Background: an optimization exercise with open tools, aiming at small area and a short achievable clock period. Do not read the settings as production practice. At most, simulation tests tie the RTL to the original design; equivalence was not proved.

Setup of JK:
==> module cordic, before the edit <==
module cordic # (parameter DATA_WIDTH = 16) (
    input                       clk,
    input                       rst_n,
    input                       start,
    input  [2:0]                mode,
    input  [3:0]                shift,
    input  [DATA_WIDTH*2 - 1 : 0] opa,
    input  [DATA_WIDTH*2 - 1 : 0] opb,
    output logic [DATA_WIDTH*2 - 1 : 0] data_o
);
    logic [6:1] vld;
    always_ff @(posedge clk or negedge rst_n) begin
        if (!rst_n)     vld <= '0;
        else if (start) vld <= {vld[5:1], 1'b1};
    end
    wire [15:0] ar = opa[31:16];
    wire [15:0] ai = opa[15:0];
    wire [15:0] br = opb[31:16];
    wire [15:0] bi = opb[15:0];
    wire x_small = (&ar[15:8]) | ~(|ar[15:8]);
    wire y_small = (&ai[15:8]) | ~(|ai[15:8]);
    wire w_small = (&br[15:8]) | ~(|br[15:8]);
    wire pre_shift = x_small & y_small;
    wire vec_in = ~mode[2] & (|mode[1:0]);
    wire signed [18:0] xs = pre_shift ? {{3{ar[15]}}, ar[7:0], 8'b0} : {{3{ar[15]}}, ar};
    wire signed [18:0] ys = pre_shift ? {{3{ai[15]}}, ai[7:0], 8'b0} : {{3{ai[15]}}, ai};
    wire [15:0] nbi = ~bi + 16'd1;
    wire [15:0] zs = mode[2] ? nbi : br;
    logic signed [18:0] x1_in, y1_in;
    logic [15:0] z1_in;
    cordic_pre u_pre (.xs(xs), .ys(ys), .zs(zs), .vec(vec_in), .sx(ar[15]), .sy(ai[15]),
                      .x1(x1_in), .y1(y1_in), .z1(z1_in));
    logic signed [18:0] x1, y1;
    logic [15:0] z1;
    logic        vec1, ps1, ws1, m2_1;
    logic [1:0]  md1;
    logic [3:0]  sft1;
    logic [7:0]  w1;
    always_ff @(posedge clk) begin
        if (start) begin
            x1   <= x1_in;
            y1   <= y1_in;
            z1   <= z1_in;
            vec1 <= vec_in;
            md1  <= mode[1:0];
            m2_1 <= mode[2];
            ps1  <= pre_shift;
            ws1  <= w_small;
            sft1 <= shift;
            w1   <= w_small ? br[7:0] : br[15:8];
        end
    end
    logic [5:0] cshift, shamt_1;
    always_comb begin
        if (w1 == 8'd1)      cshift = 6'd15;
        else if (w1 == 8'd2) cshift = 6'd16;
        else                 cshift = 6'd17;
        if (ps1 & ~ws1)      cshift = cshift + 6'd16;
        else if (ps1 == ws1) cshift = cshift + 6'd8;
        if (m2_1) shamt_1 = cshift - {2'b00, sft1};
        else      shamt_1 = ps1 ? 6'd23 : 6'd15;
    end
    logic [53:0] r1b;
    cordic_rot2 #(.K(1)) u_rot1 (.x(x1), .y(y1), .z(z1), .vec(vec1), .r(r1b));
    logic signed [18:0] x2, y2;
    logic [15:0] z2;
    logic        vec2;
    logic [1:0]  md2;
    logic [5:0]  sh2;
    logic [7:0]  w2;
    always_ff @(posedge clk) begin
        if (start) begin
            {x2, y2, z2} <= r1b;
            vec2 <= vec1;
            md2  <= md1;
            sh2  <= shamt_1;
            w2   <= m2_1 ? w1 : 8'd1;    
        end
    end
    logic [53:0] r2b;
    cordic_rot2 #(.K(3)) u_rot3 (.x(x2), .y(y2), .z(z2), .vec(vec2), .r(r2b));
    logic signed [18:0] x3, y3;
    logic [15:0] z3;
    logic        vec3;
    logic [1:0]  md3;
    logic [5:0]  sh3;
    logic [7:0]  w3;
    always_ff @(posedge clk) begin
        if (start) begin
            {x3, y3, z3} <= r2b;
            vec3 <= vec2;
            md3  <= md2;
            sh3  <= sh2;
            w3   <= w2;
        end
    end
    logic [53:0] r3b;
    cordic_rot2 #(.K(5)) u_rot5 (.x(x3), .y(y3), .z(z3), .vec(vec3), .r(r3b));
    logic signed [18:0] x4, y4;
    logic [15:0] z4;
    logic        vec4;
    logic [1:0]  md4;
    logic [5:0]  sh4;
    logic [7:0]  w4;
    always_ff @(posedge clk) begin
        if (start) begin
            {x4, y4, z4} <= r3b;
            vec4 <= vec3;
            md4  <= md3;
            sh4  <= sh3;
            w4   <= w3;
        end
    end
    logic [53:0] r4b;
    logic [7:0] bneg_4, bone_4, btwo_4;
    cordic_rot78 u_rot7 (.x(x4), .y(y4), .z(z4), .vec(vec4), .w(w4), .r(r4b),
                         .bneg(bneg_4), .bone(bone_4), .btwo(btwo_4));
    logic signed [18:0] x5, y5;
    logic [15:0] z5;
    logic        vec5;
    logic [1:0]  md5;
    logic [5:0]  sh5;
    logic [7:0]  bneg5, bone5, btwo5;
    always_ff @(posedge clk) begin
        if (start) begin
            {x5, y5, z5} <= r4b;
            vec5  <= vec4;
            md5   <= md4;
            sh5   <= sh4;
            bneg5 <= bneg_4;
            bone5 <= bone_4;
            btwo5 <= btwo_4;
        end
    end
    wire neg9 = vec5 ? y5[18] : ~z5[15];
    wire signed [18:0] x5s = x5 >>> 9;
    wire signed [18:0] y5s = y5 >>> 9;
    wire [15:0] z9 = neg9 ? z5 - 16'd20 : z5 + 16'd20;
    logic signed [34:0] px_n, py_n;
    cordic_mul9 u_mulx (.bneg(bneg5), .bone(bone5), .btwo(btwo5), .x(x5), .v(y5s[9:0]), .vneg(neg9),  .p(px_n));
    cordic_mul9 u_muly (.bneg(bneg5), .bone(bone5), .btwo(btwo5), .x(y5), .v(x5s[9:0]), .vneg(~neg9), .p(py_n));
    logic signed [34:0] px, py;
    logic [15:0] z6;
    logic        vec6;
    logic [1:0]  md6;
    logic [5:0]  sh6;
    always_ff @(posedge clk) begin
        if (start) begin
            px   <= px_n;
            py   <= py_n;
            z6   <= z9;
            vec6 <= vec5;
            md6  <= md5;
            sh6  <= sh5;
        end
    end
    logic [31:0] dout;
    cordic_out u_out (.px(px), .py(py), .z(z6), .vec(vec6), .md(md6), .sh(sh6), .dout(dout));
    assign data_o = vld[6] ? dout : 32'd0;
endmodule
==> module cordic_pre, before the edit <==
module cordic_pre (
    input  logic signed [18:0] xs, ys,
    input  logic [15:0] zs,
    input  logic vec, sx, sy,
    output logic signed [18:0] x1, y1,
    output logic [15:0] z1
);
    logic [1:0] qe;
    always_comb begin
        if (!vec)      qe = zs[15:14];
        else if (sy)   qe = 2'b01;
        else if (sx)   qe = 2'b10;
        else           qe = 2'b11;
    end
    wire cx = qe[1] ^ qe[0];
    wire dx = ~qe[1];
    wire cy = qe[1];
    wire dy = qe[1] ^ qe[0];
    assign x1 = (xs ^ {19{cx}}) + (ys ^ {19{dx}}) + {17'd0, cx & dx, cx ^ dx};
    assign y1 = (xs ^ {19{cy}}) + (ys ^ {19{dy}}) + {17'd0, cy & dy, cy ^ dy};
    always_comb begin
        if (!vec)          z1 = {2'b00, zs[13:0]} - 16'd8192;
        else if (sy & sx)  z1 = {2'b11, zs[13:0]} - 16'd8192;
        else               z1 = {sy, sx, zs[13:0]} + 16'd8192;
    end
endmodule
Settings: LEC_CHECK=0, CAP_MARGIN=20, CORE_MARGIN=2, CORE_UTILIZATION=40, PLACE_DENSITY=0.6, SLEW_MARGIN=20, SYNTH_HIERARCHICAL=1, SYNTH_MINIMUM_KEEP_SIZE=1000; clock period 13.0 ns.
standard.sh (not shown) runs the stock make flow with config.mk's settings and CLKGATE_MAP_FILE= SYNTH_SCRIPT=/design/flow/synth_recipe.tcl, a recipe that flattens the netlist after the stock synthesis.
==> flow/flow/run.sh <==
#!/bin/bash
# Layout with the standard flow (standard synthesis, floorplan, placement, CTS, routing);
# the only change is a larger setup margin for the resizer's repair_timing, so that it keeps
# improving the slowest paths past the point where they just meet the clock period.
set -euo pipefail
bash standard.sh SETUP_SLACK_MARGIN=6 finish > standard_flow.log 2>&1
Input changes introduced in MS (baseline for comparison: JK):
diff --git a/flow/design.v b/flow/design.v
--- a/flow/design.v
+++ b/flow/design.v
@@ -288,13 +288,11 @@
     wire w_small = (&br[15:8]) | ~(|br[15:8]);
     wire pre_shift = x_small & y_small;
     wire vec_in = ~mode[2] & (|mode[1:0]);
-    wire signed [18:0] xs = pre_shift ? {{3{ar[15]}}, ar[7:0], 8'b0} : {{3{ar[15]}}, ar};
-    wire signed [18:0] ys = pre_shift ? {{3{ai[15]}}, ai[7:0], 8'b0} : {{3{ai[15]}}, ai};
     wire [15:0] nbi = ~bi + 16'd1;
     wire [15:0] zs = mode[2] ? nbi : br;
     logic signed [18:0] x1_in, y1_in;
     logic [15:0] z1_in;
-    cordic_pre u_pre (.xs(xs), .ys(ys), .zs(zs), .vec(vec_in), .sx(ar[15]), .sy(ai[15]),
+    cordic_pre u_pre (.ar(ar), .ai(ai), .ps(pre_shift), .zs(zs), .vec(vec_in), .sx(ar[15]), .sy(ai[15]),
                       .x1(x1_in), .y1(y1_in), .z1(z1_in));
     logic signed [18:0] x1, y1;
     logic [15:0] z1;
@@ -425,12 +423,22 @@
     assign data_o = vld[6] ? dout : 32'd0;
 endmodule
 module cordic_pre (
-    input  logic signed [18:0] xs, ys,
+    input  logic [15:0] ar, ai,
+    input  logic ps,
     input  logic [15:0] zs,
     input  logic vec, sx, sy,
     output logic signed [18:0] x1, y1,
     output logic [15:0] z1
 );
+    wire signed [17:0] a = {{2{ar[15]}}, ar};
+    wire signed [17:0] b = {{2{ai[15]}}, ai};
+    wire signed [17:0] sa  = a + b;
+    wire signed [17:0] sb  = a - b;
+    wire signed [17:0] sna = ~a + ~b + 18'd2;
+    wire signed [17:0] snb = b - a;
+    function automatic [18:0] scl(input logic signed [17:0] v, input logic p);
+        scl = p ? {v[10:0], 8'b0} : {v[17], v};
+    endfunction
     logic [1:0] qe;
     always_comb begin
         if (!vec)      qe = zs[15:14];
@@ -438,12 +446,17 @@
         else if (sx)   qe = 2'b10;
         else           qe = 2'b11;
     end
-    wire cx = qe[1] ^ qe[0];
-    wire dx = ~qe[1];
-    wire cy = qe[1];
-    wire dy = qe[1] ^ qe[0];
-    assign x1 = (xs ^ {19{cx}}) + (ys ^ {19{dx}}) + {17'd0, cx & dx, cx ^ dx};
-    assign y1 = (xs ^ {19{cy}}) + (ys ^ {19{dy}}) + {17'd0, cy & dy, cy ^ dy};
+    logic signed [17:0] x1v, y1v;
+    always_comb begin
+        case (qe)
+            2'b00:   begin x1v = sb;  y1v = sa;  end
+            2'b01:   begin x1v = sna; y1v = sb;  end
+            2'b10:   begin x1v = snb; y1v = sna; end
+            default: begin x1v = sa;  y1v = snb; end
+        endcase
+    end
+    assign x1 = scl(x1v, ps);
+    assign y1 = scl(y1v, ps);
     always_comb begin
         if (!vec)          z1 = {2'b00, zs[13:0]} - 16'd8192;
         else if (sy & sx)  z1 = {2'b11, zs[13:0]} - 16'd8192;
Findings:
Diff JK and MS: via count higher in MS
Re die area: JK and MS aren't equal, and the lower value belongs to JK.
Between MS and JK, it is MS whose multi-input combinational gate total is higher, by 123.
Worst hold margin: MS vs JK, no meaningful difference
Minimum period implied by the final worst setup slack (MS over JK): decrease, 0.81 ns
Sort JK and MS by worst path setup slack after routing, descending, and MS comes first.
Critical path depth delta for MS relative to JK: 7 lower
Between MS and JK, the layout sequential cell count figures differ only marginally.
Global routing met1 resource utilization (higher): MS
Final routed wirelength across all metal layers: higher on MS
For share of async-settable or async-resettable flops after synthesis, MS and JK come out practically identical.
Function not checked in JK: the RTL went through the layout flow alone.

re-timing with driven ports:
The flow's constraints put no driver on any port. The routed layouts listed below were extracted and timed again, unchanged, in two steps. Step 1, drivers: a clkbuf_16 drives clk and a buf_2 each remaining input, both assumed. Step 2 moves the port delays by t, midway between the first and last clock arrival at a register: inputs arrive t later, outputs are due t later. That takes back most of the time a late clock gives input paths. a / b / c = ideal / step 1 / step 2; a / b = the first two.
run | shift t [ns] | setup WS [ns] | clock arrival spread, ns | cell pins on the clock port's net
JK | 0.778 | 5.357 / 5.404 / 4.627 | 0.064 / 0.063 | 1
MS | 0.772 | 6.171 / 6.115 / 6.098 | 0.074 / 0.075 | 1
After both steps every run listed still meets setup and hold. For JK, which loses most, drivers alone change the setup slack by +0.047 ns; drivers and shift together by -0.730 ns.
